Background: an optimization exercise with open tools, aiming at small area and a short achievable clock period. Do not read the settings as production practice.
Only simulation tests tie the RTL to the original design; equivalence was not proved.

north:
// PE_array
module PE_array #(
    parameter DATA_WIDTH    = 16 ,
    parameter SYSTOLIC_SIZE = 4
) (
    input                                       clk          ,
    input                                       rst_n        ,
    input                                       reset_pe     ,
    input                                       write_out_en ,
    input  [SYSTOLIC_SIZE * DATA_WIDTH - 1 : 0] wgt_in       ,
    input  [SYSTOLIC_SIZE * DATA_WIDTH - 1 : 0] ifm_in       ,
    output [SYSTOLIC_SIZE * DATA_WIDTH - 1 : 0] ofm_out
);
Settings: LEC_CHECK=0, CAP_MARGIN=20, CORE_MARGIN=2, CORE_UTILIZATION=40, PLACE_DENSITY=0.6, SETUP_SLACK_MARGIN=2.4, SLEW_MARGIN=20, SYNTH_HIERARCHICAL=1, SYNTH_MINIMUM_KEEP_SIZE=0; clock period 6.5 ns.
run.sh (not shown) runs the stock make flow with config.mk's settings and CLKGATE_MAP_FILE= SYNTH_SCRIPT=/design/flow/synth_recipe.tcl, a recipe that flattens the netlist after the stock synthesis.
Input-level comparison between south and north:
- SETUP_SLACK_MARGIN: 2.4 -> 2.8
Results
- Detailed route, south vs north: via total higher for south
- Min overall routed net length across north and south: north
- south vs north — headroom to the max-slew limit dropped 8.6 points.
- Diff north and south: diode insertion count for antenna repair higher in south
- Met2 usage: south > north
- Diff north -> south | via count normalized by instance count | up slightly
- Comparing part of the cycle the worst path needs for north and south, the bigger number came from north.
#### Input delta (east over south)
- SETUP_SLACK_MARGIN: 2.8 -> 2.6
==> comparison <==
east was carried through to the last stage, and its layout satisfied the timing, design-rule and antenna checks.
Re global-route usage: east is 0.23 points down on south.
Taking south as the reference, in east number of gates resized after cts has decreased; last weighted congestion value of the routability-driven placer went up; number of buffers between clock root and the deepest sink level.
Taking south as the reference point, the routing usage on met3 of east rises by 0.35 points.
As of east, fmax had fallen by a few percent compared to south.
On clock tree buffer count of the final layout, the lower figure sits with east, not south.

Another version of the RTL of PE_array (not shown whole).
Size: ~6700 cells after synthesis, ~200 I/O pins, roughly 84000 sq um of cells after synthesis.
Settings: LEC_CHECK=0, CAP_MARGIN=20, CORE_MARGIN=2, CORE_UTILIZATION=55, PLACE_DENSITY=0.75, SETUP_SLACK_MARGIN=1.5, SLEW_MARGIN=20, SYNTH_HIERARCHICAL=1, SYNTH_MINIMUM_KEEP_SIZE=0; clock period 6.5 ns.
==> next run, changes <==
- CORE_UTILIZATION: 55 -> 40
- PLACE_DENSITY: 0.75 -> 0.6
Synthesized cell count is unchanged.
Register-to-register slack improves by 0.06 ns.
Clock-buffer cell count rises by 11.
Wire length rises by about 3.3%.
Via count falls by 2.7%.
Hold slack degrades by 0.013 ns.
==> next run, changes <==
- SETUP_SLACK_MARGIN: 1.5 -> 1.0
After rerunning: The new run completed with no timing, DRC or antenna violations; sequential share of layout area rises by 0.11 points; clock skew is about the same; setup slack got worse by 0.45 ns; global-route usage climbs by 0.17 points; fmax fell by 8.4%; first-iteration DRC count is higher by about 15%; utilization drops by 0.37 points.

Starting RTL as in the previous note.
clock: 6.5 ns
lec_check: 0
cap_margin: 20
core_margin: 2
core_utilization: 40
place_density: 0.6
slew_margin: 20
synth_hierarchical: 1
synth_minimum_keep_size: 0
Change:
--- a/flow/config.mk
+++ b/flow/config.mk
@@ -11,2 +11,3 @@
 export PLACE_DENSITY = 0.6
+export SETUP_SLACK_MARGIN = 2.0
 export SLEW_MARGIN = 20
After rerunning: Core utilization went up by 3.1 points; hold slack is about the same; design area came out higher by 6.9%; worst setup slack gains 0.82 ns; global-route usage rose by 0.54 points; area after synthesis does not change; synthesized cell count stays the same; critical path depth is lower by 1; clock-buffer cell count increases by 17; die area is unchanged.

## v13
PE_array, a different RTL version from the one above (not shown whole).
Size: about 7500 cells after synthesis, about 200 I/O pins, ~92000 um2 of cells after synthesis.
export LEC_CHECK = 0
export CAP_MARGIN = 20
export CORE_MARGIN = 2
export CORE_UTILIZATION = 40
export PLACE_DENSITY = 0.6
export SETUP_SLACK_MARGIN = 2.6
export SLEW_MARGIN = 20
export SYNTH_HIERARCHICAL = 1
export SYNTH_MINIMUM_KEEP_SIZE = 0
create_clock -name core_clock -period 6.5 [get_ports {clk}]
Input-level comparison between v18 and v13:
Settings: SETUP_SLACK_MARGIN: 2.6 -> 2.8.
### Flow results
No stage failed in v18, and the final checks on the layout all came back clean.
Comparing met3 track demand over resource in global routing for v13 and v18, the bigger number came from v18.
In the flow results for v13 and v18, the transition at the pin with the smallest max-transition slack is smaller on v13.
Compared with v13, in v18 hold slack barely changed; via count moved up; number of cells on the worst reg-to-reg path now sits higher; final critical-path required period dropped 120 ps.
Layout-stage area growth over the synthesis result (lower): v13
Delta (v18 minus v13): largest fanout of any net on the critical path shrank by 10; end-of-flow core utilization climbed 1.5 points.

## static timing again, ports no longer ideal
The flow's constraints put no driver on any port. The routed layouts listed below were extracted and timed again, unchanged, in two steps. Step 1, drivers: a clkbuf_16 drives clk and a buf_2 each remaining input, both assumed. Step 2 moves the port delays by t, midway between the first and last clock arrival at a register: inputs arrive t later, outputs are due t later. That takes back most of the time a late clock gives input paths. a / b / c = no drivers / after step 1 / after step 2; a / b = the first two.
| run | shift t [ns] | slack for setup (ns) | hold WS [ns] | worst setup path after step 2 | cell pins on the clock port's net |
|---|---|---|---|---|---|
| north | 0.834 | 2.443 / 2.499 / 1.666 | 0.385 / 0.385 / 0.385 | input to register | 1 |
| south | 0.837 | 2.750 / 2.678 / 1.840 | 0.381 / 0.381 / 0.381 | input to register | 1 |
| east | 0.837 | 2.642 / 2.648 / 1.812 | 0.387 / 0.387 / 0.387 | input to register | 1 |
| the first run of note 2 | 0.788 | 1.485 / 1.518 / 0.729 | 0.440 / 0.440 / 0.440 | input to register | 1 |
| the second run of note 2 | 0.800 | 1.534 / 1.581 / 0.801 | 0.427 / 0.427 / 0.427 | input to register | 1 |
| the third run of note 2 | 0.832 | 1.080 / 1.141 / 0.309 | 0.403 / 0.403 / 0.403 | input to register | 1 |
| the first run of note 3 | 0.808 | 0.786 / 0.840 / 0.032 | 0.407 / 0.407 / 0.407 | input to register | 1 |
| the second run of note 3 | 0.821 | 1.606 / 1.664 / 0.843 | 0.407 / 0.407 / 0.407 | input to register | 1 |
| v13 | 0.851 | 2.617 / 2.609 / 1.757 | 0.406 / 0.406 / 0.406 | input to register | 1 |
| v18 | 0.849 | 2.742 / 2.726 / 1.876 | 0.404 / 0.404 / 0.404 | input to register | 1 |
After both steps every run listed still meets setup and hold. The setup slack of south, which loses most, moves by -0.072 ns with the drivers and by -0.910 ns with both steps.
